This is an optimization exercise on Yosys and OpenROAD, whose aim is small area, a short achievable clock period and few clock cycles, not a production implementation.
RTL that was checked went through simulation tests only; none was proved equivalent to the original.
No functional check of the RTL was part of run 1.
Power is estimated from default activity; no workload was simulated.

==> flow/design.v (outline; a module is shown in full before it is edited, if it fits) <==
// module dot_prod: 560 lines
// module dp_fa: 4 lines
// module dp_fx: 4 lines
// module dp_ha: 4 lines
module dot_prod (
  input wire clk, r_enable,
  input wire[9:0] init_i_t_a,
  input wire signed[63:0] init_acc_t_a,
  output wire[9:0] a_addr,
  input wire signed[26:0] a_rdata,
  output wire[9:0] b_addr,
  input wire signed[26:0] b_rdata,
  output reg w_enable,
  output reg signed[63:0] result
);
  // ...
==> flow/flow/run.sh <==
#!/bin/bash
# Standard ORFS layout, except that the port buffers inserted by buffer_ports are
# sky130_fd_sc_hd__buf_2 instead of the resizer's default pick (a clock delay buffer).
set -euo pipefail
export BUFFER_PORTS_ARGS="-buffer_cell sky130_fd_sc_hd__buf_2"
bash standard.sh > run_standard.log 2>&1
==> flow/standard.sh <==
#!/bin/bash
# synth_recipe.tcl (not shown) runs the flow's synth.tcl, then flattens the netlist and writes it again
# the make line also repeats each setting of config.mk as NAME=value (left out here)
make -C /OpenROAD-flow-scripts/flow DESIGN_CONFIG=/design/flow/config.mk WORK_HOME=/design/flow/orfs CLKGATE_MAP_FILE= SYNTH_SCRIPT=/design/flow/synth_recipe.tcl "${@:-finish}"
==> flow/config.mk <==
export PLATFORM = sky130hd
export DESIGN_NAME = dot_prod
export DESIGN_NICKNAME = dot_prod
export VERILOG_FILES = /design/flow/design.v
export SDC_FILE = /design/flow/constraint.sdc
export NUM_CORES = 4
export LEC_CHECK = 0
export CAP_MARGIN = 20
export CORE_MARGIN = 2
export CORE_UTILIZATION = 60
export CTS_CLUSTER_SIZE = 40
export SLEW_MARGIN = 60
export SYNTH_HIERARCHICAL = 1
export SYNTH_MINIMUM_KEEP_SIZE = 0
==> flow/constraint.sdc <==
create_clock -name core_clock -period 14.0 [get_ports {clk}]
set_input_delay 2.8000 -clock core_clock [delete_from_list [all_inputs] [get_ports {clk}]]
set_output_delay 2.8000 -clock core_clock [all_outputs]
set_load 0.01 [all_outputs]
==> flow_summary_export.csv, run 1 <==
group,metric,value,unit
status,outcome,"complete, no violations",
hold_path,timing.hold.worst_endpoint,"v3",
final_layout,multi_input_logic_portion_of_the_cell_area,69.5,%
worst_setup_path,r2r.worst_path.cells,14,
worst_setup_path,critPathCaptureType,"register",
final_layout,area_dominant_class,"multi-input gates",
hold_path,hold_path.startpoint,"v2",
final_layout,seq_area,5090,um^2
grt,grt_overflow,0,
timing,finalHoldViolations,0,
power,top_power_group,"combinational cells",
final_layout,layout.clock_buffers,34,
detailed_routing,detail_route.vias_per_cell,6.41,
floorplan,chipHeight,211,um
detailed_routing,postRouteWirelength,79.4,mm
final_layout,num-nonclk-buffers,288,
power,clock_net_power,738,uW
power,cell_internal_pwr,3.10,mW
clock_network,cts_hold_buffers,0,
worst_setup_path,cp_common_cell,"o21ai_1",
detailed_routing,drc_marker_count_from_the_first_detailed_route_iteration,2187,
final_layout,drive_above_1_share,13.6,%
timing,transition_time_of_the_tightest_slew_check_pin,0.614,ns
worst_setup_path,worstPathBufferInverterCount,1,
clock_network,clock_input_transition_at_the_sequential_cells_of_the_worst_setup_and_hold_paths,0.06,ns
power,pwr.group.combinational,3.81,mW
worst_setup_path,biggest_cell_delay_along_the_critical_path,0.53,ns
grt,first_global_vias,21400,
floorplan,num_tap_cells,539,
logic_synthesis,synthesis.area_per_instance,9.95,um^2
power,power.share.clock,12.9,%
final_layout,seqAreaFraction,18.1,%
placed_design,globalplace.congestion,0.928,
power,netSwitchingFraction,45.8,%
==> inputs of run 2 (changes only) <==
--- a/flow/design.v
+++ b/flow/design.v
@@ -471,19 +471,18 @@
   dp_fa u_fa312 (.a(pp12[27]), .b(pp13[25]), .c(hc[34]), .s(fs[312]), .co(fc[312]));
   assign hs[37] = ~pp13[26];
   assign hc[37] = pp13[26];
   reg [53:0] s, c;
   always @(posedge clk) begin
     s <= {pp13[27], hs[37], fs[312], fs[311], fc[309], fc[308], fs[308], fs[307], fc[305], fc[304], fc[303], fs[303], fs[302], fc[300], fc[299], fc[298], fc[297], fc[296], fc[295], fc[294], fc[293], fc[292], fc[291], fc[290], fc[289], fc[288], fc[287], fc[286], fc[285], fc[284], fc[283], fc[282], fc[281], fc[280], fc[279], fc[278], fc[277], fc[276], fc[275], fc[274], fc[273], fc[272], fc[271], fc[270], fc[269], fc[268], fc[267], fc[266], fc[265], hc[36], hc[35], pp1[0], pp0[1], bneg[0]};
     c <= {hc[37], fc[312], fc[311], fc[310], fs[310], fs[309], fc[307], fc[306], fs[306], fs[305], fs[304], fc[302], fc[301], fs[301], fs[300], fs[299], fs[298], fs[297], fs[296], fs[295], fs[294], fs[293], fs[292], fs[291], fs[290], fs[289], fs[288], fs[287], fs[286], fs[285], fs[284], fs[283], fs[282], fs[281], fs[280], fs[279], fs[278], fs[277], fs[276], fs[275], fs[274], fs[273], fs[272], fs[271], fs[270], fs[269], fs[268], fs[267], fs[266], fs[265], hs[36], hs[35], 1'b0, pp0[0]};
   end
-  wire g = v3;
-  wire [53:0] sg = s & {54{g}};
-  wire [53:0] cg = c & {54{g}};
+  wire [53:0] sg = s;
+  wire [53:0] cg = c;
   wire [63:0] x2, y2;
   dp_fa u_l2_0 (.a(result[0]), .b(sg[0]), .c(cg[0]), .s(x2[0]), .co(y2[0]));
   dp_ha u_l2_1 (.a(result[1]), .b(sg[1]), .s(x2[1]), .co(y2[1]));
   dp_fa u_l2_2 (.a(result[2]), .b(sg[2]), .c(cg[2]), .s(x2[2]), .co(y2[2]));
   dp_fa u_l2_3 (.a(result[3]), .b(sg[3]), .c(cg[3]), .s(x2[3]), .co(y2[3]));
   dp_fa u_l2_4 (.a(result[4]), .b(sg[4]), .c(cg[4]), .s(x2[4]), .co(y2[4]));
   dp_fa u_l2_5 (.a(result[5]), .b(sg[5]), .c(cg[5]), .s(x2[5]), .co(y2[5]));
   dp_fa u_l2_6 (.a(result[6]), .b(sg[6]), .c(cg[6]), .s(x2[6]), .co(y2[6]));
@@ -529,46 +528,470 @@
   dp_fa u_l2_46 (.a(result[46]), .b(sg[46]), .c(cg[46]), .s(x2[46]), .co(y2[46]));
   dp_fa u_l2_47 (.a(result[47]), .b(sg[47]), .c(cg[47]), .s(x2[47]), .co(y2[47]));
   dp_fa u_l2_48 (.a(result[48]), .b(sg[48]), .c(cg[48]), .s(x2[48]), .co(y2[48]));
   dp_fa u_l2_49 (.a(result[49]), .b(sg[49]), .c(cg[49]), .s(x2[49]), .co(y2[49]));
   dp_fa u_l2_50 (.a(result[50]), .b(sg[50]), .c(cg[50]), .s(x2[50]), .co(y2[50]));
   dp_fa u_l2_51 (.a(result[51]), .b(sg[51]), .c(cg[51]), .s(x2[51]), .co(y2[51]));
   dp_fa u_l2_52 (.a(result[52]), .b(sg[52]), .c(cg[52]), .s(x2[52]), .co(y2[52]));
   dp_fa u_l2_53 (.a(result[53]), .b(sg[53]), .c(cg[53]), .s(x2[53]), .co(y2[53]));
-  assign x2[54] = result[54] ^ g;
-  assign y2[54] = result[54] & g;
-  assign x2[55] = result[55] ^ g;
-  assign y2[55] = result[55] & g;
-  assign x2[56] = result[56] ^ g;
-  assign y2[56] = result[56] & g;
-  assign x2[57] = result[57] ^ g;
-  assign y2[57] = result[57] & g;
-  assign x2[58] = result[58] ^ g;
-  assign y2[58] = result[58] & g;
-  assign x2[59] = result[59] ^ g;
-  assign y2[59] = result[59] & g;
-  assign x2[60] = result[60] ^ g;
-  assign y2[60] = result[60] & g;
-  assign x2[61] = result[61] ^ g;
-  assign y2[61] = result[61] & g;
-  assign x2[62] = result[62] ^ g;
-  assign y2[62] = result[62] & g;
-  assign x2[63] = result[63] ^ g;
-  assign y2[63] = result[63] & g;
-  wire [63:0] sum = x2 + {y2[62:0], 1'b0};
+  assign x2[54] = ~result[54];
+  assign y2[54] = result[54];
+  assign x2[55] = ~result[55];
+  assign y2[55] = result[55];
+  assign x2[56] = ~result[56];
+  assign y2[56] = result[56];
+  assign x2[57] = ~result[57];
+  assign y2[57] = result[57];
+  assign x2[58] = ~result[58];
+  assign y2[58] = result[58];
+  assign x2[59] = ~result[59];
+  assign y2[59] = result[59];
+  assign x2[60] = ~result[60];
+  assign y2[60] = result[60];
+  assign x2[61] = ~result[61];
+  assign y2[61] = result[61];
+  assign x2[62] = ~result[62];
+  assign y2[62] = result[62];
+  assign x2[63] = ~result[63];
+  assign y2[63] = result[63];
+  wire [63:0] ay = {y2[62:0], 1'b0};
+  wire [63:0] pg_g, pg_p, sum;
+  assign pg_g[0] = 1'b0;
+  assign pg_p[0] = x2[0];
+  dp_ha u_pg1 (.a(x2[1]), .b(ay[1]), .s(pg_p[1]), .co(pg_g[1]));
+  dp_ha u_pg2 (.a(x2[2]), .b(ay[2]), .s(pg_p[2]), .co(pg_g[2]));
+  dp_ha u_pg3 (.a(x2[3]), .b(ay[3]), .s(pg_p[3]), .co(pg_g[3]));
+  dp_ha u_pg4 (.a(x2[4]), .b(ay[4]), .s(pg_p[4]), .co(pg_g[4]));
+  dp_ha u_pg5 (.a(x2[5]), .b(ay[5]), .s(pg_p[5]), .co(pg_g[5]));
+  dp_ha u_pg6 (.a(x2[6]), .b(ay[6]), .s(pg_p[6]), .co(pg_g[6]));
+  dp_ha u_pg7 (.a(x2[7]), .b(ay[7]), .s(pg_p[7]), .co(pg_g[7]));
+  dp_ha u_pg8 (.a(x2[8]), .b(ay[8]), .s(pg_p[8]), .co(pg_g[8]));
+  dp_ha u_pg9 (.a(x2[9]), .b(ay[9]), .s(pg_p[9]), .co(pg_g[9]));
+  dp_ha u_pg10 (.a(x2[10]), .b(ay[10]), .s(pg_p[10]), .co(pg_g[10]));
+  dp_ha u_pg11 (.a(x2[11]), .b(ay[11]), .s(pg_p[11]), .co(pg_g[11]));
+  dp_ha u_pg12 (.a(x2[12]), .b(ay[12]), .s(pg_p[12]), .co(pg_g[12]));
+  dp_ha u_pg13 (.a(x2[13]), .b(ay[13]), .s(pg_p[13]), .co(pg_g[13]));
+  dp_ha u_pg14 (.a(x2[14]), .b(ay[14]), .s(pg_p[14]), .co(pg_g[14]));
+  dp_ha u_pg15 (.a(x2[15]), .b(ay[15]), .s(pg_p[15]), .co(pg_g[15]));
+  dp_ha u_pg16 (.a(x2[16]), .b(ay[16]), .s(pg_p[16]), .co(pg_g[16]));
+  dp_ha u_pg17 (.a(x2[17]), .b(ay[17]), .s(pg_p[17]), .co(pg_g[17]));
+  dp_ha u_pg18 (.a(x2[18]), .b(ay[18]), .s(pg_p[18]), .co(pg_g[18]));
+  dp_ha u_pg19 (.a(x2[19]), .b(ay[19]), .s(pg_p[19]), .co(pg_g[19]));
+  dp_ha u_pg20 (.a(x2[20]), .b(ay[20]), .s(pg_p[20]), .co(pg_g[20]));
+  dp_ha u_pg21 (.a(x2[21]), .b(ay[21]), .s(pg_p[21]), .co(pg_g[21]));
+  dp_ha u_pg22 (.a(x2[22]), .b(ay[22]), .s(pg_p[22]), .co(pg_g[22]));
+  dp_ha u_pg23 (.a(x2[23]), .b(ay[23]), .s(pg_p[23]), .co(pg_g[23]));
+  dp_ha u_pg24 (.a(x2[24]), .b(ay[24]), .s(pg_p[24]), .co(pg_g[24]));
+  dp_ha u_pg25 (.a(x2[25]), .b(ay[25]), .s(pg_p[25]), .co(pg_g[25]));
+  dp_ha u_pg26 (.a(x2[26]), .b(ay[26]), .s(pg_p[26]), .co(pg_g[26]));
+  dp_ha u_pg27 (.a(x2[27]), .b(ay[27]), .s(pg_p[27]), .co(pg_g[27]));
+  dp_ha u_pg28 (.a(x2[28]), .b(ay[28]), .s(pg_p[28]), .co(pg_g[28]));
+  dp_ha u_pg29 (.a(x2[29]), .b(ay[29]), .s(pg_p[29]), .co(pg_g[29]));
+  dp_ha u_pg30 (.a(x2[30]), .b(ay[30]), .s(pg_p[30]), .co(pg_g[30]));
+  dp_ha u_pg31 (.a(x2[31]), .b(ay[31]), .s(pg_p[31]), .co(pg_g[31]));
+  dp_ha u_pg32 (.a(x2[32]), .b(ay[32]), .s(pg_p[32]), .co(pg_g[32]));
+  dp_ha u_pg33 (.a(x2[33]), .b(ay[33]), .s(pg_p[33]), .co(pg_g[33]));
+  dp_ha u_pg34 (.a(x2[34]), .b(ay[34]), .s(pg_p[34]), .co(pg_g[34]));
+  dp_ha u_pg35 (.a(x2[35]), .b(ay[35]), .s(pg_p[35]), .co(pg_g[35]));
+  dp_ha u_pg36 (.a(x2[36]), .b(ay[36]), .s(pg_p[36]), .co(pg_g[36]));
+  dp_ha u_pg37 (.a(x2[37]), .b(ay[37]), .s(pg_p[37]), .co(pg_g[37]));
+  dp_ha u_pg38 (.a(x2[38]), .b(ay[38]), .s(pg_p[38]), .co(pg_g[38]));
+  dp_ha u_pg39 (.a(x2[39]), .b(ay[39]), .s(pg_p[39]), .co(pg_g[39]));
+  dp_ha u_pg40 (.a(x2[40]), .b(ay[40]), .s(pg_p[40]), .co(pg_g[40]));
+  dp_ha u_pg41 (.a(x2[41]), .b(ay[41]), .s(pg_p[41]), .co(pg_g[41]));
+  dp_ha u_pg42 (.a(x2[42]), .b(ay[42]), .s(pg_p[42]), .co(pg_g[42]));
+  dp_ha u_pg43 (.a(x2[43]), .b(ay[43]), .s(pg_p[43]), .co(pg_g[43]));
+  dp_ha u_pg44 (.a(x2[44]), .b(ay[44]), .s(pg_p[44]), .co(pg_g[44]));
+  dp_ha u_pg45 (.a(x2[45]), .b(ay[45]), .s(pg_p[45]), .co(pg_g[45]));
+  dp_ha u_pg46 (.a(x2[46]), .b(ay[46]), .s(pg_p[46]), .co(pg_g[46]));
+  dp_ha u_pg47 (.a(x2[47]), .b(ay[47]), .s(pg_p[47]), .co(pg_g[47]));
+  dp_ha u_pg48 (.a(x2[48]), .b(ay[48]), .s(pg_p[48]), .co(pg_g[48]));
+  dp_ha u_pg49 (.a(x2[49]), .b(ay[49]), .s(pg_p[49]), .co(pg_g[49]));
+  dp_ha u_pg50 (.a(x2[50]), .b(ay[50]), .s(pg_p[50]), .co(pg_g[50]));
+  dp_ha u_pg51 (.a(x2[51]), .b(ay[51]), .s(pg_p[51]), .co(pg_g[51]));
+  dp_ha u_pg52 (.a(x2[52]), .b(ay[52]), .s(pg_p[52]), .co(pg_g[52]));
+  dp_ha u_pg53 (.a(x2[53]), .b(ay[53]), .s(pg_p[53]), .co(pg_g[53]));
+  dp_ha u_pg54 (.a(x2[54]), .b(ay[54]), .s(pg_p[54]), .co(pg_g[54]));
+  dp_ha u_pg55 (.a(x2[55]), .b(ay[55]), .s(pg_p[55]), .co(pg_g[55]));
+  dp_ha u_pg56 (.a(x2[56]), .b(ay[56]), .s(pg_p[56]), .co(pg_g[56]));
+  dp_ha u_pg57 (.a(x2[57]), .b(ay[57]), .s(pg_p[57]), .co(pg_g[57]));
+  dp_ha u_pg58 (.a(x2[58]), .b(ay[58]), .s(pg_p[58]), .co(pg_g[58]));
+  dp_ha u_pg59 (.a(x2[59]), .b(ay[59]), .s(pg_p[59]), .co(pg_g[59]));
+  dp_ha u_pg60 (.a(x2[60]), .b(ay[60]), .s(pg_p[60]), .co(pg_g[60]));
+  dp_ha u_pg61 (.a(x2[61]), .b(ay[61]), .s(pg_p[61]), .co(pg_g[61]));
+  dp_ha u_pg62 (.a(x2[62]), .b(ay[62]), .s(pg_p[62]), .co(pg_g[62]));
+  dp_ha u_pg63 (.a(x2[63]), .b(ay[63]), .s(pg_p[63]), .co(pg_g[63]));
+  wire ska_g1;
+  dp_gc u_ska_1 (.gh(pg_g[1]), .ph(pg_p[1]), .gl(pg_g[0]), .g(ska_g1));
+  wire ska_g3, ska_p3;
+  dp_pc u_ska_3 (.gh(pg_g[3]), .ph(pg_p[3]), .gl(pg_g[2]), .pl(pg_p[2]), .g(ska_g3), .p(ska_p3));
+  wire ska_g5, ska_p5;
+  dp_pc u_ska_5 (.gh(pg_g[5]), .ph(pg_p[5]), .gl(pg_g[4]), .pl(pg_p[4]), .g(ska_g5), .p(ska_p5));
+  wire ska_g7, ska_p7;
+  dp_pc u_ska_7 (.gh(pg_g[7]), .ph(pg_p[7]), .gl(pg_g[6]), .pl(pg_p[6]), .g(ska_g7), .p(ska_p7));
+  wire ska_g9, ska_p9;
+  dp_pc u_ska_9 (.gh(pg_g[9]), .ph(pg_p[9]), .gl(pg_g[8]), .pl(pg_p[8]), .g(ska_g9), .p(ska_p9));
+  wire ska_g11, ska_p11;
+  dp_pc u_ska_11 (.gh(pg_g[11]), .ph(pg_p[11]), .gl(pg_g[10]), .pl(pg_p[10]), .g(ska_g11), .p(ska_p11));
+  wire ska_g13, ska_p13;
+  dp_pc u_ska_13 (.gh(pg_g[13]), .ph(pg_p[13]), .gl(pg_g[12]), .pl(pg_p[12]), .g(ska_g13), .p(ska_p13));
+  wire ska_g15, ska_p15;
+  dp_pc u_ska_15 (.gh(pg_g[15]), .ph(pg_p[15]), .gl(pg_g[14]), .pl(pg_p[14]), .g(ska_g15), .p(ska_p15));
+  wire ska_g17, ska_p17;
+  dp_pc u_ska_17 (.gh(pg_g[17]), .ph(pg_p[17]), .gl(pg_g[16]), .pl(pg_p[16]), .g(ska_g17), .p(ska_p17));
+  wire ska_g19, ska_p19;
+  dp_pc u_ska_19 (.gh(pg_g[19]), .ph(pg_p[19]), .gl(pg_g[18]), .pl(pg_p[18]), .g(ska_g19), .p(ska_p19));
+  wire ska_g21, ska_p21;
+  dp_pc u_ska_21 (.gh(pg_g[21]), .ph(pg_p[21]), .gl(pg_g[20]), .pl(pg_p[20]), .g(ska_g21), .p(ska_p21));
+  wire ska_g23, ska_p23;
+  dp_pc u_ska_23 (.gh(pg_g[23]), .ph(pg_p[23]), .gl(pg_g[22]), .pl(pg_p[22]), .g(ska_g23), .p(ska_p23));
+  wire ska_g25, ska_p25;
+  dp_pc u_ska_25 (.gh(pg_g[25]), .ph(pg_p[25]), .gl(pg_g[24]), .pl(pg_p[24]), .g(ska_g25), .p(ska_p25));
+  wire ska_g27, ska_p27;
+  dp_pc u_ska_27 (.gh(pg_g[27]), .ph(pg_p[27]), .gl(pg_g[26]), .pl(pg_p[26]), .g(ska_g27), .p(ska_p27));
+  wire ska_g29, ska_p29;
+  dp_pc u_ska_29 (.gh(pg_g[29]), .ph(pg_p[29]), .gl(pg_g[28]), .pl(pg_p[28]), .g(ska_g29), .p(ska_p29));
+  wire ska_g31, ska_p31;
+  dp_pc u_ska_31 (.gh(pg_g[31]), .ph(pg_p[31]), .gl(pg_g[30]), .pl(pg_p[30]), .g(ska_g31), .p(ska_p31));
+  wire ska_g33, ska_p33;
+  dp_pc u_ska_33 (.gh(pg_g[33]), .ph(pg_p[33]), .gl(pg_g[32]), .pl(pg_p[32]), .g(ska_g33), .p(ska_p33));
+  wire ska_g35, ska_p35;
+  dp_pc u_ska_35 (.gh(pg_g[35]), .ph(pg_p[35]), .gl(pg_g[34]), .pl(pg_p[34]), .g(ska_g35), .p(ska_p35));
+  wire ska_g37, ska_p37;
+  dp_pc u_ska_37 (.gh(pg_g[37]), .ph(pg_p[37]), .gl(pg_g[36]), .pl(pg_p[36]), .g(ska_g37), .p(ska_p37));
+  wire ska_g39, ska_p39;
+  dp_pc u_ska_39 (.gh(pg_g[39]), .ph(pg_p[39]), .gl(pg_g[38]), .pl(pg_p[38]), .g(ska_g39), .p(ska_p39));
+  wire ska_g41, ska_p41;
+  dp_pc u_ska_41 (.gh(pg_g[41]), .ph(pg_p[41]), .gl(pg_g[40]), .pl(pg_p[40]), .g(ska_g41), .p(ska_p41));
+  wire ska_g43, ska_p43;
+  dp_pc u_ska_43 (.gh(pg_g[43]), .ph(pg_p[43]), .gl(pg_g[42]), .pl(pg_p[42]), .g(ska_g43), .p(ska_p43));
+  wire ska_g45, ska_p45;
+  dp_pc u_ska_45 (.gh(pg_g[45]), .ph(pg_p[45]), .gl(pg_g[44]), .pl(pg_p[44]), .g(ska_g45), .p(ska_p45));
+  wire ska_g47, ska_p47;
+  dp_pc u_ska_47 (.gh(pg_g[47]), .ph(pg_p[47]), .gl(pg_g[46]), .pl(pg_p[46]), .g(ska_g47), .p(ska_p47));
+  wire ska_g49, ska_p49;
+  dp_pc u_ska_49 (.gh(pg_g[49]), .ph(pg_p[49]), .gl(pg_g[48]), .pl(pg_p[48]), .g(ska_g49), .p(ska_p49));
+  wire ska_g51, ska_p51;
+  dp_pc u_ska_51 (.gh(pg_g[51]), .ph(pg_p[51]), .gl(pg_g[50]), .pl(pg_p[50]), .g(ska_g51), .p(ska_p51));
+  wire ska_g53, ska_p53;
+  dp_pc u_ska_53 (.gh(pg_g[53]), .ph(pg_p[53]), .gl(pg_g[52]), .pl(pg_p[52]), .g(ska_g53), .p(ska_p53));
+  wire ska_g55, ska_p55;
+  dp_pc u_ska_55 (.gh(pg_g[55]), .ph(pg_p[55]), .gl(pg_g[54]), .pl(pg_p[54]), .g(ska_g55), .p(ska_p55));
+  wire ska_g57, ska_p57;
+  dp_pc u_ska_57 (.gh(pg_g[57]), .ph(pg_p[57]), .gl(pg_g[56]), .pl(pg_p[56]), .g(ska_g57), .p(ska_p57));
+  wire ska_g59, ska_p59;
+  dp_pc u_ska_59 (.gh(pg_g[59]), .ph(pg_p[59]), .gl(pg_g[58]), .pl(pg_p[58]), .g(ska_g59), .p(ska_p59));
+  wire ska_g61, ska_p61;
+  dp_pc u_ska_61 (.gh(pg_g[61]), .ph(pg_p[61]), .gl(pg_g[60]), .pl(pg_p[60]), .g(ska_g61), .p(ska_p61));
+  wire ska_g63, ska_p63;
+  dp_pc u_ska_63 (.gh(pg_g[63]), .ph(pg_p[63]), .gl(pg_g[62]), .pl(pg_p[62]), .g(ska_g63), .p(ska_p63));
+  wire sk0_g3;
+  dp_gc u_sk0_3 (.gh(ska_g3), .ph(ska_p3), .gl(ska_g1), .g(sk0_g3));
+  wire sk0_g7, sk0_p7;
+  dp_pc u_sk0_7 (.gh(ska_g7), .ph(ska_p7), .gl(ska_g5), .pl(ska_p5), .g(sk0_g7), .p(sk0_p7));
+  wire sk0_g11, sk0_p11;
+  dp_pc u_sk0_11 (.gh(ska_g11), .ph(ska_p11), .gl(ska_g9), .pl(ska_p9), .g(sk0_g11), .p(sk0_p11));
+  wire sk0_g15, sk0_p15;
+  dp_pc u_sk0_15 (.gh(ska_g15), .ph(ska_p15), .gl(ska_g13), .pl(ska_p13), .g(sk0_g15), .p(sk0_p15));
+  wire sk0_g19, sk0_p19;
+  dp_pc u_sk0_19 (.gh(ska_g19), .ph(ska_p19), .gl(ska_g17), .pl(ska_p17), .g(sk0_g19), .p(sk0_p19));
+  wire sk0_g23, sk0_p23;
+  dp_pc u_sk0_23 (.gh(ska_g23), .ph(ska_p23), .gl(ska_g21), .pl(ska_p21), .g(sk0_g23), .p(sk0_p23));
+  wire sk0_g27, sk0_p27;
+  dp_pc u_sk0_27 (.gh(ska_g27), .ph(ska_p27), .gl(ska_g25), .pl(ska_p25), .g(sk0_g27), .p(sk0_p27));
+  wire sk0_g31, sk0_p31;
+  dp_pc u_sk0_31 (.gh(ska_g31), .ph(ska_p31), .gl(ska_g29), .pl(ska_p29), .g(sk0_g31), .p(sk0_p31));
+  wire sk0_g35, sk0_p35;
+  dp_pc u_sk0_35 (.gh(ska_g35), .ph(ska_p35), .gl(ska_g33), .pl(ska_p33), .g(sk0_g35), .p(sk0_p35));
+  wire sk0_g39, sk0_p39;
+  dp_pc u_sk0_39 (.gh(ska_g39), .ph(ska_p39), .gl(ska_g37), .pl(ska_p37), .g(sk0_g39), .p(sk0_p39));
+  wire sk0_g43, sk0_p43;
+  dp_pc u_sk0_43 (.gh(ska_g43), .ph(ska_p43), .gl(ska_g41), .pl(ska_p41), .g(sk0_g43), .p(sk0_p43));
+  wire sk0_g47, sk0_p47;
+  dp_pc u_sk0_47 (.gh(ska_g47), .ph(ska_p47), .gl(ska_g45), .pl(ska_p45), .g(sk0_g47), .p(sk0_p47));
+  wire sk0_g51, sk0_p51;
+  dp_pc u_sk0_51 (.gh(ska_g51), .ph(ska_p51), .gl(ska_g49), .pl(ska_p49), .g(sk0_g51), .p(sk0_p51));
+  wire sk0_g55, sk0_p55;
+  dp_pc u_sk0_55 (.gh(ska_g55), .ph(ska_p55), .gl(ska_g53), .pl(ska_p53), .g(sk0_g55), .p(sk0_p55));
+  wire sk0_g59, sk0_p59;
+  dp_pc u_sk0_59 (.gh(ska_g59), .ph(ska_p59), .gl(ska_g57), .pl(ska_p57), .g(sk0_g59), .p(sk0_p59));
+  wire sk0_g63, sk0_p63;
+  dp_pc u_sk0_63 (.gh(ska_g63), .ph(ska_p63), .gl(ska_g61), .pl(ska_p61), .g(sk0_g63), .p(sk0_p63));
+  wire sk1_g5;
+  dp_gc u_sk1_5 (.gh(ska_g5), .ph(ska_p5), .gl(sk0_g3), .g(sk1_g5));
+  wire sk1_g7;
+  dp_gc u_sk1_7 (.gh(sk0_g7), .ph(sk0_p7), .gl(sk0_g3), .g(sk1_g7));
+  wire sk1_g13, sk1_p13;
+  dp_pc u_sk1_13 (.gh(ska_g13), .ph(ska_p13), .gl(sk0_g11), .pl(sk0_p11), .g(sk1_g13), .p(sk1_p13));
+  wire sk1_g15, sk1_p15;
+  dp_pc u_sk1_15 (.gh(sk0_g15), .ph(sk0_p15), .gl(sk0_g11), .pl(sk0_p11), .g(sk1_g15), .p(sk1_p15));
+  wire sk1_g21, sk1_p21;
+  dp_pc u_sk1_21 (.gh(ska_g21), .ph(ska_p21), .gl(sk0_g19), .pl(sk0_p19), .g(sk1_g21), .p(sk1_p21));
+  wire sk1_g23, sk1_p23;
+  dp_pc u_sk1_23 (.gh(sk0_g23), .ph(sk0_p23), .gl(sk0_g19), .pl(sk0_p19), .g(sk1_g23), .p(sk1_p23));
+  wire sk1_g29, sk1_p29;
+  dp_pc u_sk1_29 (.gh(ska_g29), .ph(ska_p29), .gl(sk0_g27), .pl(sk0_p27), .g(sk1_g29), .p(sk1_p29));
+  wire sk1_g31, sk1_p31;
+  dp_pc u_sk1_31 (.gh(sk0_g31), .ph(sk0_p31), .gl(sk0_g27), .pl(sk0_p27), .g(sk1_g31), .p(sk1_p31));
+  wire sk1_g37, sk1_p37;
+  dp_pc u_sk1_37 (.gh(ska_g37), .ph(ska_p37), .gl(sk0_g35), .pl(sk0_p35), .g(sk1_g37), .p(sk1_p37));
+  wire sk1_g39, sk1_p39;
+  dp_pc u_sk1_39 (.gh(sk0_g39), .ph(sk0_p39), .gl(sk0_g35), .pl(sk0_p35), .g(sk1_g39), .p(sk1_p39));
+  wire sk1_g45, sk1_p45;
+  dp_pc u_sk1_45 (.gh(ska_g45), .ph(ska_p45), .gl(sk0_g43), .pl(sk0_p43), .g(sk1_g45), .p(sk1_p45));
+  wire sk1_g47, sk1_p47;
+  dp_pc u_sk1_47 (.gh(sk0_g47), .ph(sk0_p47), .gl(sk0_g43), .pl(sk0_p43), .g(sk1_g47), .p(sk1_p47));
+  wire sk1_g53, sk1_p53;
+  dp_pc u_sk1_53 (.gh(ska_g53), .ph(ska_p53), .gl(sk0_g51), .pl(sk0_p51), .g(sk1_g53), .p(sk1_p53));
+  wire sk1_g55, sk1_p55;
+  dp_pc u_sk1_55 (.gh(sk0_g55), .ph(sk0_p55), .gl(sk0_g51), .pl(sk0_p51), .g(sk1_g55), .p(sk1_p55));
+  wire sk1_g61, sk1_p61;
+  dp_pc u_sk1_61 (.gh(ska_g61), .ph(ska_p61), .gl(sk0_g59), .pl(sk0_p59), .g(sk1_g61), .p(sk1_p61));
+  wire sk1_g63, sk1_p63;
+  dp_pc u_sk1_63 (.gh(sk0_g63), .ph(sk0_p63), .gl(sk0_g59), .pl(sk0_p59), .g(sk1_g63), .p(sk1_p63));
+  wire sk2_g9;
+  dp_gc u_sk2_9 (.gh(ska_g9), .ph(ska_p9), .gl(sk1_g7), .g(sk2_g9));
+  wire sk2_g11;
+  dp_gc u_sk2_11 (.gh(sk0_g11), .ph(sk0_p11), .gl(sk1_g7), .g(sk2_g11));
+  wire sk2_g13;
+  dp_gc u_sk2_13 (.gh(sk1_g13), .ph(sk1_p13), .gl(sk1_g7), .g(sk2_g13));
+  wire sk2_g15;
+  dp_gc u_sk2_15 (.gh(sk1_g15), .ph(sk1_p15), .gl(sk1_g7), .g(sk2_g15));
+  wire sk2_g25, sk2_p25;
+  dp_pc u_sk2_25 (.gh(ska_g25), .ph(ska_p25), .gl(sk1_g23), .pl(sk1_p23), .g(sk2_g25), .p(sk2_p25));
+  wire sk2_g27, sk2_p27;
+  dp_pc u_sk2_27 (.gh(sk0_g27), .ph(sk0_p27), .gl(sk1_g23), .pl(sk1_p23), .g(sk2_g27), .p(sk2_p27));
+  wire sk2_g29, sk2_p29;
+  dp_pc u_sk2_29 (.gh(sk1_g29), .ph(sk1_p29), .gl(sk1_g23), .pl(sk1_p23), .g(sk2_g29), .p(sk2_p29));
+  wire sk2_g31, sk2_p31;
+  dp_pc u_sk2_31 (.gh(sk1_g31), .ph(sk1_p31), .gl(sk1_g23), .pl(sk1_p23), .g(sk2_g31), .p(sk2_p31));
+  wire sk2_g41, sk2_p41;
+  dp_pc u_sk2_41 (.gh(ska_g41), .ph(ska_p41), .gl(sk1_g39), .pl(sk1_p39), .g(sk2_g41), .p(sk2_p41));
+  wire sk2_g43, sk2_p43;
+  dp_pc u_sk2_43 (.gh(sk0_g43), .ph(sk0_p43), .gl(sk1_g39), .pl(sk1_p39), .g(sk2_g43), .p(sk2_p43));
+  wire sk2_g45, sk2_p45;
+  dp_pc u_sk2_45 (.gh(sk1_g45), .ph(sk1_p45), .gl(sk1_g39), .pl(sk1_p39), .g(sk2_g45), .p(sk2_p45));
+  wire sk2_g47, sk2_p47;
+  dp_pc u_sk2_47 (.gh(sk1_g47), .ph(sk1_p47), .gl(sk1_g39), .pl(sk1_p39), .g(sk2_g47), .p(sk2_p47));
+  wire sk2_g57, sk2_p57;
+  dp_pc u_sk2_57 (.gh(ska_g57), .ph(ska_p57), .gl(sk1_g55), .pl(sk1_p55), .g(sk2_g57), .p(sk2_p57));
+  wire sk2_g59, sk2_p59;
+  dp_pc u_sk2_59 (.gh(sk0_g59), .ph(sk0_p59), .gl(sk1_g55), .pl(sk1_p55), .g(sk2_g59), .p(sk2_p59));
+  wire sk2_g61, sk2_p61;
+  dp_pc u_sk2_61 (.gh(sk1_g61), .ph(sk1_p61), .gl(sk1_g55), .pl(sk1_p55), .g(sk2_g61), .p(sk2_p61));
+  wire sk2_g63, sk2_p63;
+  dp_pc u_sk2_63 (.gh(sk1_g63), .ph(sk1_p63), .gl(sk1_g55), .pl(sk1_p55), .g(sk2_g63), .p(sk2_p63));
+  wire sk3_g17;
+  dp_gc u_sk3_17 (.gh(ska_g17), .ph(ska_p17), .gl(sk2_g15), .g(sk3_g17));
+  wire sk3_g19;
+  dp_gc u_sk3_19 (.gh(sk0_g19), .ph(sk0_p19), .gl(sk2_g15), .g(sk3_g19));
+  wire sk3_g21;
+  dp_gc u_sk3_21 (.gh(sk1_g21), .ph(sk1_p21), .gl(sk2_g15), .g(sk3_g21));
+  wire sk3_g23;
+  dp_gc u_sk3_23 (.gh(sk1_g23), .ph(sk1_p23), .gl(sk2_g15), .g(sk3_g23));
+  wire sk3_g25;
+  dp_gc u_sk3_25 (.gh(sk2_g25), .ph(sk2_p25), .gl(sk2_g15), .g(sk3_g25));
+  wire sk3_g27;
+  dp_gc u_sk3_27 (.gh(sk2_g27), .ph(sk2_p27), .gl(sk2_g15), .g(sk3_g27));
+  wire sk3_g29;
+  dp_gc u_sk3_29 (.gh(sk2_g29), .ph(sk2_p29), .gl(sk2_g15), .g(sk3_g29));
+  wire sk3_g31;
+  dp_gc u_sk3_31 (.gh(sk2_g31), .ph(sk2_p31), .gl(sk2_g15), .g(sk3_g31));
+  wire sk3_g49, sk3_p49;
+  dp_pc u_sk3_49 (.gh(ska_g49), .ph(ska_p49), .gl(sk2_g47), .pl(sk2_p47), .g(sk3_g49), .p(sk3_p49));
+  wire sk3_g51, sk3_p51;
+  dp_pc u_sk3_51 (.gh(sk0_g51), .ph(sk0_p51), .gl(sk2_g47), .pl(sk2_p47), .g(sk3_g51), .p(sk3_p51));
+  wire sk3_g53, sk3_p53;
+  dp_pc u_sk3_53 (.gh(sk1_g53), .ph(sk1_p53), .gl(sk2_g47), .pl(sk2_p47), .g(sk3_g53), .p(sk3_p53));
+  wire sk3_g55, sk3_p55;
+  dp_pc u_sk3_55 (.gh(sk1_g55), .ph(sk1_p55), .gl(sk2_g47), .pl(sk2_p47), .g(sk3_g55), .p(sk3_p55));
+  wire sk3_g57, sk3_p57;
+  dp_pc u_sk3_57 (.gh(sk2_g57), .ph(sk2_p57), .gl(sk2_g47), .pl(sk2_p47), .g(sk3_g57), .p(sk3_p57));
+  wire sk3_g59, sk3_p59;
+  dp_pc u_sk3_59 (.gh(sk2_g59), .ph(sk2_p59), .gl(sk2_g47), .pl(sk2_p47), .g(sk3_g59), .p(sk3_p59));
+  wire sk3_g61, sk3_p61;
+  dp_pc u_sk3_61 (.gh(sk2_g61), .ph(sk2_p61), .gl(sk2_g47), .pl(sk2_p47), .g(sk3_g61), .p(sk3_p61));
+  wire sk3_g63, sk3_p63;
+  dp_pc u_sk3_63 (.gh(sk2_g63), .ph(sk2_p63), .gl(sk2_g47), .pl(sk2_p47), .g(sk3_g63), .p(sk3_p63));
+  wire sk4_g33;
+  dp_gc u_sk4_33 (.gh(ska_g33), .ph(ska_p33), .gl(sk3_g31), .g(sk4_g33));
+  wire sk4_g35;
+  dp_gc u_sk4_35 (.gh(sk0_g35), .ph(sk0_p35), .gl(sk3_g31), .g(sk4_g35));
+  wire sk4_g37;
+  dp_gc u_sk4_37 (.gh(sk1_g37), .ph(sk1_p37), .gl(sk3_g31), .g(sk4_g37));
+  wire sk4_g39;
+  dp_gc u_sk4_39 (.gh(sk1_g39), .ph(sk1_p39), .gl(sk3_g31), .g(sk4_g39));
+  wire sk4_g41;
+  dp_gc u_sk4_41 (.gh(sk2_g41), .ph(sk2_p41), .gl(sk3_g31), .g(sk4_g41));
+  wire sk4_g43;
+  dp_gc u_sk4_43 (.gh(sk2_g43), .ph(sk2_p43), .gl(sk3_g31), .g(sk4_g43));
+  wire sk4_g45;
+  dp_gc u_sk4_45 (.gh(sk2_g45), .ph(sk2_p45), .gl(sk3_g31), .g(sk4_g45));
+  wire sk4_g47;
+  dp_gc u_sk4_47 (.gh(sk2_g47), .ph(sk2_p47), .gl(sk3_g31), .g(sk4_g47));
+  wire sk4_g49;
+  dp_gc u_sk4_49 (.gh(sk3_g49), .ph(sk3_p49), .gl(sk3_g31), .g(sk4_g49));
+  wire sk4_g51;
+  dp_gc u_sk4_51 (.gh(sk3_g51), .ph(sk3_p51), .gl(sk3_g31), .g(sk4_g51));
+  wire sk4_g53;
+  dp_gc u_sk4_53 (.gh(sk3_g53), .ph(sk3_p53), .gl(sk3_g31), .g(sk4_g53));
+  wire sk4_g55;
+  dp_gc u_sk4_55 (.gh(sk3_g55), .ph(sk3_p55), .gl(sk3_g31), .g(sk4_g55));
+  wire sk4_g57;
+  dp_gc u_sk4_57 (.gh(sk3_g57), .ph(sk3_p57), .gl(sk3_g31), .g(sk4_g57));
+  wire sk4_g59;
+  dp_gc u_sk4_59 (.gh(sk3_g59), .ph(sk3_p59), .gl(sk3_g31), .g(sk4_g59));
+  wire sk4_g61;
+  dp_gc u_sk4_61 (.gh(sk3_g61), .ph(sk3_p61), .gl(sk3_g31), .g(sk4_g61));
+  wire sk4_g63;
+  dp_gc u_sk4_63 (.gh(sk3_g63), .ph(sk3_p63), .gl(sk3_g31), .g(sk4_g63));
+  wire ske_g2;
+  dp_gc u_ske_2 (.gh(pg_g[2]), .ph(pg_p[2]), .gl(ska_g1), .g(ske_g2));
+  wire ske_g4;
+  dp_gc u_ske_4 (.gh(pg_g[4]), .ph(pg_p[4]), .gl(sk0_g3), .g(ske_g4));
+  wire ske_g6;
+  dp_gc u_ske_6 (.gh(pg_g[6]), .ph(pg_p[6]), .gl(sk1_g5), .g(ske_g6));
+  wire ske_g8;
+  dp_gc u_ske_8 (.gh(pg_g[8]), .ph(pg_p[8]), .gl(sk1_g7), .g(ske_g8));
+  wire ske_g10;
+  dp_gc u_ske_10 (.gh(pg_g[10]), .ph(pg_p[10]), .gl(sk2_g9), .g(ske_g10));
+  wire ske_g12;
+  dp_gc u_ske_12 (.gh(pg_g[12]), .ph(pg_p[12]), .gl(sk2_g11), .g(ske_g12));
+  wire ske_g14;
+  dp_gc u_ske_14 (.gh(pg_g[14]), .ph(pg_p[14]), .gl(sk2_g13), .g(ske_g14));
+  wire ske_g16;
+  dp_gc u_ske_16 (.gh(pg_g[16]), .ph(pg_p[16]), .gl(sk2_g15), .g(ske_g16));
+  wire ske_g18;
+  dp_gc u_ske_18 (.gh(pg_g[18]), .ph(pg_p[18]), .gl(sk3_g17), .g(ske_g18));
+  wire ske_g20;
+  dp_gc u_ske_20 (.gh(pg_g[20]), .ph(pg_p[20]), .gl(sk3_g19), .g(ske_g20));
+  wire ske_g22;
+  dp_gc u_ske_22 (.gh(pg_g[22]), .ph(pg_p[22]), .gl(sk3_g21), .g(ske_g22));
+  wire ske_g24;
+  dp_gc u_ske_24 (.gh(pg_g[24]), .ph(pg_p[24]), .gl(sk3_g23), .g(ske_g24));
+  wire ske_g26;
+  dp_gc u_ske_26 (.gh(pg_g[26]), .ph(pg_p[26]), .gl(sk3_g25), .g(ske_g26));
+  wire ske_g28;
+  dp_gc u_ske_28 (.gh(pg_g[28]), .ph(pg_p[28]), .gl(sk3_g27), .g(ske_g28));
+  wire ske_g30;
+  dp_gc u_ske_30 (.gh(pg_g[30]), .ph(pg_p[30]), .gl(sk3_g29), .g(ske_g30));
+  wire ske_g32;
+  dp_gc u_ske_32 (.gh(pg_g[32]), .ph(pg_p[32]), .gl(sk3_g31), .g(ske_g32));
+  wire ske_g34;
+  dp_gc u_ske_34 (.gh(pg_g[34]), .ph(pg_p[34]), .gl(sk4_g33), .g(ske_g34));
+  wire ske_g36;
+  dp_gc u_ske_36 (.gh(pg_g[36]), .ph(pg_p[36]), .gl(sk4_g35), .g(ske_g36));
+  wire ske_g38;
+  dp_gc u_ske_38 (.gh(pg_g[38]), .ph(pg_p[38]), .gl(sk4_g37), .g(ske_g38));
+  wire ske_g40;
+  dp_gc u_ske_40 (.gh(pg_g[40]), .ph(pg_p[40]), .gl(sk4_g39), .g(ske_g40));
+  wire ske_g42;
+  dp_gc u_ske_42 (.gh(pg_g[42]), .ph(pg_p[42]), .gl(sk4_g41), .g(ske_g42));
+  wire ske_g44;
+  dp_gc u_ske_44 (.gh(pg_g[44]), .ph(pg_p[44]), .gl(sk4_g43), .g(ske_g44));
+  wire ske_g46;
+  dp_gc u_ske_46 (.gh(pg_g[46]), .ph(pg_p[46]), .gl(sk4_g45), .g(ske_g46));
+  wire ske_g48;
+  dp_gc u_ske_48 (.gh(pg_g[48]), .ph(pg_p[48]), .gl(sk4_g47), .g(ske_g48));
+  wire ske_g50;
+  dp_gc u_ske_50 (.gh(pg_g[50]), .ph(pg_p[50]), .gl(sk4_g49), .g(ske_g50));
+  wire ske_g52;
+  dp_gc u_ske_52 (.gh(pg_g[52]), .ph(pg_p[52]), .gl(sk4_g51), .g(ske_g52));
+  wire ske_g54;
+  dp_gc u_ske_54 (.gh(pg_g[54]), .ph(pg_p[54]), .gl(sk4_g53), .g(ske_g54));
+  wire ske_g56;
+  dp_gc u_ske_56 (.gh(pg_g[56]), .ph(pg_p[56]), .gl(sk4_g55), .g(ske_g56));
+  wire ske_g58;
+  dp_gc u_ske_58 (.gh(pg_g[58]), .ph(pg_p[58]), .gl(sk4_g57), .g(ske_g58));
+  wire ske_g60;
+  dp_gc u_ske_60 (.gh(pg_g[60]), .ph(pg_p[60]), .gl(sk4_g59), .g(ske_g60));
+  wire ske_g62;
+  dp_gc u_ske_62 (.gh(pg_g[62]), .ph(pg_p[62]), .gl(sk4_g61), .g(ske_g62));
+  assign sum[0] = pg_p[0];
+  assign sum[1] = pg_p[1] ^ pg_g[0];
+  assign sum[2] = pg_p[2] ^ ska_g1;
+  assign sum[3] = pg_p[3] ^ ske_g2;
+  assign sum[4] = pg_p[4] ^ sk0_g3;
+  assign sum[5] = pg_p[5] ^ ske_g4;
+  assign sum[6] = pg_p[6] ^ sk1_g5;
+  assign sum[7] = pg_p[7] ^ ske_g6;
+  assign sum[8] = pg_p[8] ^ sk1_g7;
+  assign sum[9] = pg_p[9] ^ ske_g8;
+  assign sum[10] = pg_p[10] ^ sk2_g9;
+  assign sum[11] = pg_p[11] ^ ske_g10;
+  assign sum[12] = pg_p[12] ^ sk2_g11;
+  assign sum[13] = pg_p[13] ^ ske_g12;
+  assign sum[14] = pg_p[14] ^ sk2_g13;
+  assign sum[15] = pg_p[15] ^ ske_g14;
+  assign sum[16] = pg_p[16] ^ sk2_g15;
+  assign sum[17] = pg_p[17] ^ ske_g16;
+  assign sum[18] = pg_p[18] ^ sk3_g17;
+  assign sum[19] = pg_p[19] ^ ske_g18;
+  assign sum[20] = pg_p[20] ^ sk3_g19;
+  assign sum[21] = pg_p[21] ^ ske_g20;
+  assign sum[22] = pg_p[22] ^ sk3_g21;
+  assign sum[23] = pg_p[23] ^ ske_g22;
+  assign sum[24] = pg_p[24] ^ sk3_g23;
+  assign sum[25] = pg_p[25] ^ ske_g24;
+  assign sum[26] = pg_p[26] ^ sk3_g25;
+  assign sum[27] = pg_p[27] ^ ske_g26;
+  assign sum[28] = pg_p[28] ^ sk3_g27;
+  assign sum[29] = pg_p[29] ^ ske_g28;
+  assign sum[30] = pg_p[30] ^ sk3_g29;
+  assign sum[31] = pg_p[31] ^ ske_g30;
+  assign sum[32] = pg_p[32] ^ sk3_g31;
+  assign sum[33] = pg_p[33] ^ ske_g32;
+  assign sum[34] = pg_p[34] ^ sk4_g33;
+  assign sum[35] = pg_p[35] ^ ske_g34;
+  assign sum[36] = pg_p[36] ^ sk4_g35;
+  assign sum[37] = pg_p[37] ^ ske_g36;
+  assign sum[38] = pg_p[38] ^ sk4_g37;
+  assign sum[39] = pg_p[39] ^ ske_g38;
+  assign sum[40] = pg_p[40] ^ sk4_g39;
+  assign sum[41] = pg_p[41] ^ ske_g40;
+  assign sum[42] = pg_p[42] ^ sk4_g41;
+  assign sum[43] = pg_p[43] ^ ske_g42;
+  assign sum[44] = pg_p[44] ^ sk4_g43;
+  assign sum[45] = pg_p[45] ^ ske_g44;
+  assign sum[46] = pg_p[46] ^ sk4_g45;
+  assign sum[47] = pg_p[47] ^ ske_g46;
+  assign sum[48] = pg_p[48] ^ sk4_g47;
+  assign sum[49] = pg_p[49] ^ ske_g48;
+  assign sum[50] = pg_p[50] ^ sk4_g49;
+  assign sum[51] = pg_p[51] ^ ske_g50;
+  assign sum[52] = pg_p[52] ^ sk4_g51;
+  assign sum[53] = pg_p[53] ^ ske_g52;
+  assign sum[54] = pg_p[54] ^ sk4_g53;
+  assign sum[55] = pg_p[55] ^ ske_g54;
+  assign sum[56] = pg_p[56] ^ sk4_g55;
+  assign sum[57] = pg_p[57] ^ ske_g56;
+  assign sum[58] = pg_p[58] ^ sk4_g57;
+  assign sum[59] = pg_p[59] ^ ske_g58;
+  assign sum[60] = pg_p[60] ^ sk4_g59;
+  assign sum[61] = pg_p[61] ^ ske_g60;
+  assign sum[62] = pg_p[62] ^ sk4_g61;
+  assign sum[63] = pg_p[63] ^ ske_g62;
   always @(posedge clk) begin
-    result <= r_enable ? init_acc_t_a : sum;
+    if (r_enable) result <= init_acc_t_a;
+    else if (v3) result <= sum;
   end
 endmodule
 `default_nettype wire
 module dp_fa (input wire a, b, c, output wire s, co);
   assign s = a ^ b ^ c;
   assign co = (a & b) | (a & c) | (b & c);
 endmodule
 module dp_fx (input wire a, b, output wire s, co);
   assign s = ~(a ^ b);
   assign co = a | b;
 endmodule
+module dp_pc (input wire gh, ph, gl, pl, output wire g, p);
+  assign g = gh | (ph & gl);
+  assign p = ph & pl;
+endmodule
+module dp_gc (input wire gh, ph, gl, output wire g);
+  assign g = gh | (ph & gl);
+endmodule
 module dp_ha (input wire a, b, output wire s, co);
   assign s = a ^ b;
   assign co = a & b;
 endmodule
==> flow/config.mk (replaced) <==
export PLATFORM = sky130hd
export DESIGN_NAME = dot_prod
export DESIGN_NICKNAME = dot_prod
export VERILOG_FILES = /design/flow/design.v
export SDC_FILE = /design/flow/constraint.sdc
export NUM_CORES = 4
export LEC_CHECK = 0
export CAP_MARGIN = 20
export CORE_MARGIN = 2
export CORE_UTILIZATION = 60
export CTS_CLUSTER_DIAMETER = 200
export CTS_CLUSTER_SIZE = 24
export SLEW_MARGIN = 60
export SYNTH_HIERARCHICAL = 1
export SYNTH_MINIMUM_KEEP_SIZE = 0
==> run 2 against run 1 <==
Still clean. Cell area is 5.2% lower. Combinational power up 58%. Critical path depth decreased by 13. Sequential share of layout area grew 3.4 points. Clock power decreased by 39%. Clock skew rose by 0.0094 ns. Synthesized cell count down 12%. Die area decreased by 3.3%. Global-route usage decreased by 3.4 points. First-iteration DRC count shrank 11%.
==> flow_summary_export.csv, run 2 <==
group,metric,value,unit
grt,global_route_wire_length_before_repair,109,mm
worst_setup_path,crit_chain,"buf_2",
final_layout,mostFrequentLayoutCells,"427 x xnor2_1, 358 x fa_1, 338 x a22oi_1, 213 x buf_2, 190 x dfxtp_1",
detailed_routing,dr.pass1.iters,6,
power,power.share.clock,5.7,%
timing,transition_time_of_the_tightest_slew_check_pin,0.594,ns
timing,clock-skew-final,0.0275,ns
clock_network,cts-root-to-sink-buffers,3,
detailed_routing,postRouteWirelength,69.6,mm
final_layout,largest_register,"result",
grt,groute.usage.overall,32.2,%
clock_network,cts.root.buffer_cell,"clkbuf_16",
logic_synthesis,postSynthCellCount,2275,
timing,peak_freq,0.249,GHz
final_layout,drive_above_1_share,13.4,%
logic_synthesis,synth.yosys.warnings,7,
timing,timing.final.crit_share,28.7,%
timing,worst_slew_margin_rel,60.4,%
clock_network,cts.sink_count,254,
clock_network,cts_htree_levels,1,
detailed_routing,drt-wirelength-per-cell,24.2,um
detailed_routing,detail_route.vias_per_cell,6.30,
worst_setup_path,worstPathBufferInverterCount,1,
placed_design,placedInstanceArea,26200,um^2
placed_design,port_buffers,214,
logic_synthesis,seq_area_frac_synth,23.0,%
floorplan,floorplan.core_area,40900,um^2
clock_network,clock_input_transition_at_the_sequential_cells_of_the_worst_setup_and_hold_paths,0.10,ns
clock_network,cts_hold_buffers,0,
final_layout,finalInstanceArea,26600,um^2
worst_setup_path,worst_path_class_setup,"register to output port",
hold_path,timing.hold.worst.class,"register to register",
worst_setup_path,critPathCaptureType,"output port",
worst_setup_path,worst_path_max_delay_cell,"dfxtp_1",
power,netSwitchingFraction,45.6,%
placed_design,globalplace.congestion,0.878,
power,worst_ir_drop_on_vdd,0.000314,V
power,p_leak,11.0,nW
detailed_routing,vias,18200,
logic_synthesis,synth-edff-count,64,
logic_synthesis,synthesis.area_per_instance,10.9,um^2
detailed_routing,ant_nets,0,
grt,pin_count_of_the_biggest_net_entering_global_routing,85,
floorplan,chipHeight,208,um
floorplan,initial_core_util,60.8,%
clock_network,clkLatencyLatePin,0.52,ns
logic_synthesis,synth_top_area_share,28.8,%
placed_design,dp_cells,2856,
final_layout,largest_register_ff_count,64,
logic_synthesis,synth_seq_cells,254,
placed_design,placement.setup.worst_slack,9.40,ns
worst_setup_path,timing.critical_path.arrival,1.22,ns
power,power_dens_cells,295,nW/um^2
worst_setup_path,critical_path_required,11.20,ns
floorplan,floorplan.die.width,208,um
run,maxCapViolations,0,
timing,min_period,4.02,ns
logic_synthesis,dominantRegCellSynth,"dfxtp_1",
timing,finalHoldViolations,0,
detailed_routing,drc,0,
logic_synthesis,synth_area,24900,um^2
clock_network,tritoncts,"built",
logic_synthesis,synth_most_common_cell,"xnor2_1",
logic_synthesis,async_flop_share,0,%
placed_design,detailed_place_hpwl,46.0,mm
worst_setup_path,cp-start-kind,"register",
logic_synthesis,synthTopCellsByCount,"427 x xnor2_1, 358 x fa_1, 338 x a22oi_1",
final_layout,layout_commonest_cell,"xnor2_1",
worst_setup_path,cpLargestDelayFamily,"flip-flops",
final_layout,finalCoreUtilization,65.0,%
power,share_seq_of_total_power,17.7,%
logic_synthesis,ys_types,35,
logic_synthesis,synth_nets,2870,
logic_synthesis,synth_top_cells_by_area,"fa_1 29%, dfxtp_1 15%, xnor2_1 15%, a22oi_1 10%, edfxtp_1 7.7%",
clock_network,numCtsBuffers,14,
floorplan,fp.dieArea,43100,um^2
power,p_comb_share,76.6,%
final_layout,area_growth,6.91,%
grt,grt_antenna_before_repair,1,
logic_synthesis,post-synth-top-area-cell,"fa_1",
floorplan,placementRows,74,
detailed_routing,drc_marker_count_from_the_first_detailed_route_iteration,1945,
timing,rsz0062_at_grt,"no",
final_layout,nets,2936,
grt,grt_overflow,0,
grt,first_global_vias,19300,
status,outcome,"complete, no violations",
timing,setup_viol,0,
clock_network,ctsResizeCount,0,
worst_setup_path,critical_path_peak_fanout,7,
power,total_switching_power,3.58,mW
floorplan,number_of_ports_placed_on_the_die_boundary,215,
power,cell_internal_pwr,4.27,mW
final_layout,final_cell_count_no_fill,2881,
timing,final_worst_slack,9.98,ns
timing,slew_viols_final,0,
final_layout,largestRegisters,"result: 64 flops, c: 53 flops, s: 53 flops",
timing,setup_tns,0,ns
clock_network,postCtsSetupRepairBufs,0,
worst_setup_path,biggest_cell_delay_along_the_critical_path,0.51,ns
==> run 2: changes by cell type in the layout (fill, tap and decap cells not counted), moves of 27 or more <==
cell	previous run	this run
a21o_1	31	136
o21ai_0	117	90
dfxtp_1	251	190
nor2_1	36	3
and2_1	112	76
a21oi_1	81	0
nand2_1	165	110
edfxtp_1	0	64
==> run 2: path summary, 6_finish.rpt <==
check | slack, ns | endpoint | startpoint | cells after the start
max | 9.98 | b_addr[3] | k[3] | 1
max reg2reg | 10.05 | c[29] | ra[5] | 9
min | 0.44 | q2 | q1 | 1
min reg2reg | 0.44 | q2 | q1 | 1
==> run 2: power by group through the flow <==
| stage | Sequential, mW | Clock [mW] | Combinational [mW] |
|---|---|---|---|
| 2_1_floorplan | 1.40 | 0 | 4.23 |
| 3_3_place_gp | 1.41 | 0 | 5.82 |
| 3_5_place_dp | 1.41 | 0 | 5.99 |
| 4_1_cts | 1.40 | 0.465 | 6.02 |
| 5_1_grt | 1.42 | 0.488 | 6.70 |
| 6_report | 1.39 | 0.450 | 6.02 |
==> run 2: layout make-up <==
| class | instances | area [um^2] |
|---|---|---|
| antenna | 1 | 2.50 |
| clock buffer | 22 | 402 |
| clock inverter | 1 | 11.3 |
| fill | 3341 | 14300 |
| inverter | 36 | 135 |
| multi-input combinational | 1746 | 17900 |
| sequential | 254 | 5730 |
| tap | 532 | 666 |
| timing repair buffer | 289 | 1730 |
==> run 2: metal layers <==
metal,vias up,share of wire (%),routed length (um),track usage [%]
li1,7841,-,-,-
met1,9084,41,28700,44.9
met2,1048,46,31800,50.6
met3,180,10,7130,6.35
met4,0,2.9,2000,10.8
met5,-,0,0,0
==> run 2: per-stage QoR <==
stage | total power, mW | hold WS, ns
after CTS | 7.88 | 0.449
after global routing | 8.62 | 0.467
after floorplan | 5.63 | 0.326
final | 7.86 | 0.441
after global placement | 7.23 | 0.419
after detailed placement | 7.40 | 0.421
==> run 2: modules after synthesis (local to each module, per instance) <==
| module | times used | flip-flops and latches |
|---|---|---|
| dot_prod | 1 | 254 |
| dp_fa | 358 | 0 |
| dp_pc | 75 | 0 |
| dp_ha | 96 | 0 |
| dp_gc | 62 | 0 |
==> run 2: logic make-up after synthesis <==
logic type                 synth area share (%)
AOI/OAI and AO/OA                          16.4
DFF                                        23.0
adders and majority gates                  34.2
buffers and inverters                      4.94
muxes                                     0.181
xor gates and xnor gates                   16.5
and+or+nand+nor                            4.84
other                                    0.0151
Testbench counts of run 2, summed over its fixed seeds: cycles 64,256.
==> inputs of run 3 (changes only) <==
==> flow/flow/run.sh (replaced) <==
#!/bin/bash
# Standard ORFS layout, except that the port buffers inserted by buffer_ports are
# sky130_fd_sc_hd__buf_1 instead of the resizer's default pick (a clock delay buffer).
set -euo pipefail
export BUFFER_PORTS_ARGS="-buffer_cell sky130_fd_sc_hd__buf_1"
bash standard.sh > run_standard.log 2>&1
--- a/flow/config.mk
+++ b/flow/config.mk
@@ -11,4 +11,5 @@
 export CTS_CLUSTER_DIAMETER = 200
 export CTS_CLUSTER_SIZE = 24
+export GPL_TIMING_DRIVEN = 0
 export SLEW_MARGIN = 60
 export SYNTH_HIERARCHICAL = 1
==> run 3 against run 2 <==
Via count up 7.3%. Die area did not move. Critical path depth rose by 9. Wire length rose by 19%. Worst hold slack gained 0.012 ns. Sequential share of layout area is 0.25 points lower. Global-route usage up 5.7 points. Sequential cell count unchanged.
==> flow_summary_export.csv, run 3 <==
group,metric,value,unit
grt,pin_count_of_the_biggest_net_entering_global_routing,27,
clock_network,ctsResizeCount,0,
detailed_routing,vias,19500,
placed_design,dp_cells,3023,
power,p_leak,10.8,nW
clock_network,cts_htree_levels,1,
logic_synthesis,synthTopCellsByCount,"427 x xnor2_1, 358 x fa_1, 338 x a22oi_1",
worst_setup_path,r2r.worst_path.cells,10,
timing,setup_tns,0,ns
run,maxCapViolations,0,
timing,timing.final.crit_share,32.2,%
power,worst_ir_drop_on_vdd,0.000315,V
final_layout,nets,3104,
floorplan,number_of_ports_placed_on_the_die_boundary,215,
clock_network,cts_hold_buffers,0,
logic_synthesis,async_flop_share,0,%
logic_synthesis,synthesis.area_per_instance,10.9,um^2
final_layout,layout_commonest_cell,"xnor2_1",
logic_synthesis,synth_nets,2870,
logic_synthesis,postSynthCellCount,2275,
detailed_routing,postRouteWirelength,82.9,mm
clock_network,cts-root-to-sink-buffers,3,
hold_path,worst_hold_path.num_cells,1,
placed_design,port_buffers,214,
logic_synthesis,synth_most_common_cell,"xnor2_1",
hold_path,timing.hold.worst_endpoint,"w_enable",
final_layout,diodes,0,
final_layout,mostFrequentLayoutCells,"425 x xnor2_1, 358 x fa_1, 338 x a22oi_1, 238 x buf_1, 190 x dfxtp_1",
final_layout,multiInputGateArea,18000,um^2
clock_network,cts.root.buffer_cell,"clkbuf_16",
worst_setup_path,timing.critical_path.arrival,4.90,ns
logic_synthesis,ys_types,35,
logic_synthesis,seq_area_frac_synth,23.0,%
detailed_routing,detail_route.vias_per_cell,6.39,
detailed_routing,drc_marker_count_from_the_first_detailed_route_iteration,2494,
clock_network,cts.sink_count,254,
final_layout,largest_register_ff_count,64,
detailed_routing,ant_nets,0,
clock_network,numCtsBuffers,14,
worst_setup_path,cp-start-kind,"register",
final_layout,seq_area,5730,um^2
logic_synthesis,dominantRegCellSynth,"dfxtp_1",
final_layout,largest_register,"result",
timing,transition_time_of_the_tightest_slew_check_pin,0.628,ns
detailed_routing,dr.pass1.iters,6,
worst_setup_path,critical_path.reg2reg.endpoint,"c[29]",
clock_network,postCtsSetupRepairBufs,0,
status,outcome,"complete, no violations",
grt,grt_overflow,0,
floorplan,chipHeight,208,um
detailed_routing,drc,0,
hold_path,hold_path.startpoint,"q2",
clock_network,tritoncts,"built",
final_layout,final_cell_count_no_fill,3047,
detailed_routing,drt-wirelength-per-cell,27.2,um
worst_setup_path,setup.reg_to_reg.worst_slack,9.49,ns
worst_setup_path,critPathCaptureType,"register",
grt,global_route_wire_length_before_repair,123,mm
worst_setup_path,worst_path_class_setup,"register to register",
worst_setup_path,critical_path_peak_fanout,10,
power,power_dens_cells,289,nW/um^2
logic_synthesis,synth_seq_cells,254,
floorplan,floorplan.die.width,208,um
worst_setup_path,worstReg2RegStart,"btwo[11]",
floorplan,placementRows,74,
logic_synthesis,synth_top_area_share,28.8,%
logic_synthesis,synth-edff-count,64,
final_layout,area_growth,8.16,%
timing,min_period,4.51,ns
clock_network,clock_input_transition_at_the_sequential_cells_of_the_worst_setup_and_hold_paths,0.09,ns
grt,groute.usage.overall,37.9,%
hold_path,timing.hold.worst.class,"register to register",
timing,rsz0062_at_grt,"no",
final_layout,n_fill_cell,3284,
final_layout,largestRegisters,"result: 64 flops, c: 53 flops, s: 53 flops",
logic_synthesis,synth_area,24900,um^2
placed_design,detailed_place_hpwl,65.4,mm
clock_network,clkLatencyLatePin,0.53,ns
logic_synthesis,post-synth-top-area-cell,"fa_1",
final_layout,drive_above_1_share,8.71,%
logic_synthesis,synth.yosys.warnings,7,
timing,finalHoldViolations,0,
floorplan,fp.dieArea,43100,um^2
timing,peak_freq,0.222,GHz
worst_setup_path,critical_path_required,14.40,ns
logic_synthesis,synth_top_cells_by_area,"fa_1 29%, dfxtp_1 15%, xnor2_1 15%, a22oi_1 10%, edfxtp_1 7.7%",
grt,grt_antenna_before_repair,0,
placed_design,globalplace.congestion,1.01,
floorplan,initial_core_util,60.8,%
timing,setup_viol,0,
floorplan,floorplan.core_area,40900,um^2
timing,slew_viols_final,0,
timing,worst_slew_margin_rel,58.1,%
timing,clock-skew-final,0.0381,ns
grt,first_global_vias,19900,
-- run 3: cell families after synthesis --
kind of cell    count (synthesis)  share of synthesized area [%]
compound gates                572                           16.4
xor+xnor                      469                           16.5
fa+ha+maj                     465                           34.2
buf+inv                       275                           4.94
flops                         254                           23.0
simple gates                  235                           4.84
mux                             4                          0.181
other cells                     1                         0.0151
-- run 3: power breakdown --
part | switching [mW] | total, mW | internal (mW)
combinational | 3.15 | 5.95 | 2.80
sequential | 0.181 | 1.38 | 1.20
clock | 0.247 | 0.448 | 0.201
total | 3.58 | 7.78 | 4.20
-- run 3: worst max-delay path by stage --
stage,start,endpoint,slack (ns),cells past startpoint
floorplan,r_enable,result[0],9.51,3
global placement,r_enable,result[44],8.52,4
detailed placement,r_enable,result[45],9.33,5
CTS,btwo[10],c[28],9.57,10
global route,btwo[11],c[29],9.38,10
finish,btwo[11],c[29],9.49,10
-- run 3: area by class of cell --
type / count / area share [%]
plain buffers: 239 / 4.38
clock buffers: 21 / 1.48
clock inverters: 1 / 0.0418
inverters: 36 / 0.502
multi-input cells: 1746 / 66.7
flip-flops and latches: 254 / 21.3
well taps: 532 / 2.47
repair buffers: 218 / 3.17
-- run 3: modules after synthesis, one instance, submodules excluded --
module / times used / cell area [um^2] / cells
dot_prod: 1 / 15000 / 1609
dp_fa: 358 / 20.0 / 1
dp_gc: 62 / 7.51 / 1
dp_ha: 96 / 12.5 / 1
dp_pc: 75 / 13.8 / 2
-- run 3: through the flow --
stage | hold slack [ns] | setup slack (ns) | power [mW] | area (um^2) | utilization [%]
global route | 0.462 | 9.38 | 8.47 | 26900 | 65.8
global placement | 0.424 | 8.52 | 6.95 | 26400 | 64.4
detailed placement | 0.424 | 9.33 | 7.25 | 26500 | 64.7
CTS | 0.453 | 9.57 | 7.73 | 26900 | 65.7
finish | 0.453 | 9.49 | 7.78 | 26900 | 65.8
floorplan | 0.326 | 9.51 | 5.63 | 24900 | -
-- run 3: per-layer routing --
metal | up-vias | track usage, % | part of all wire (%)
met4 | 0 | 15.4 | 4.8
met3 | 232 | 11.6 | 12
met2 | 1242 | 56.1 | 43
met1 | 9804 | 52.2 | 40
li1 | 8193 | - | -
met5 | - | 0.334 | 0
-- run 3: worst max-delay path, stage by stage, from the launching register on --
cell	delay, ns
dfxtp_1	0.32
clkbuf_1	0.37
clkbuf_1	0.47
a22oi_1	0.17
xnor2_1	0.19
fa_1	0.45
fa_1	0.62
fa_1	0.47
fa_1	0.40
fa_1	0.51
fa_1	0.40

-- static timing again, ports no longer ideal --
The flow's constraints put no driver on any port. The routed layouts listed below were extracted and timed again, unchanged, in two steps. Step 1 sets driving cells, clkbuf_16 on the clock port and buf_2 on the other inputs (assumed; they add their load-dependent delay and slew). Step 2 adds t to the input delays and takes it off the output delays; t is the mean of the earliest and latest rising clock arrival at the registers after step 1. Input paths then give back, and output paths get back, about the clock's delay inside the block. Slacks: ideal / step 1 / step 2; pairs: ideal / step 1.
run | shift t [ns] | setup slack, ns | slew at the worst register clock pin (ns)
run 1 | 0.621 | 9.271 / 9.271 / 9.271 | 0.07 / 0.07
run 2 | 0.570 | 9.980 / 9.920 / 9.557 | 0.10 / 0.10
run 3 | 0.573 | 9.491 / 9.491 / 9.295 | 0.11 / 0.11
After both steps every run listed still meets setup and hold. For run 2, which loses most, drivers alone change the setup slack by -0.060 ns; drivers and shift together by -0.423 ns.
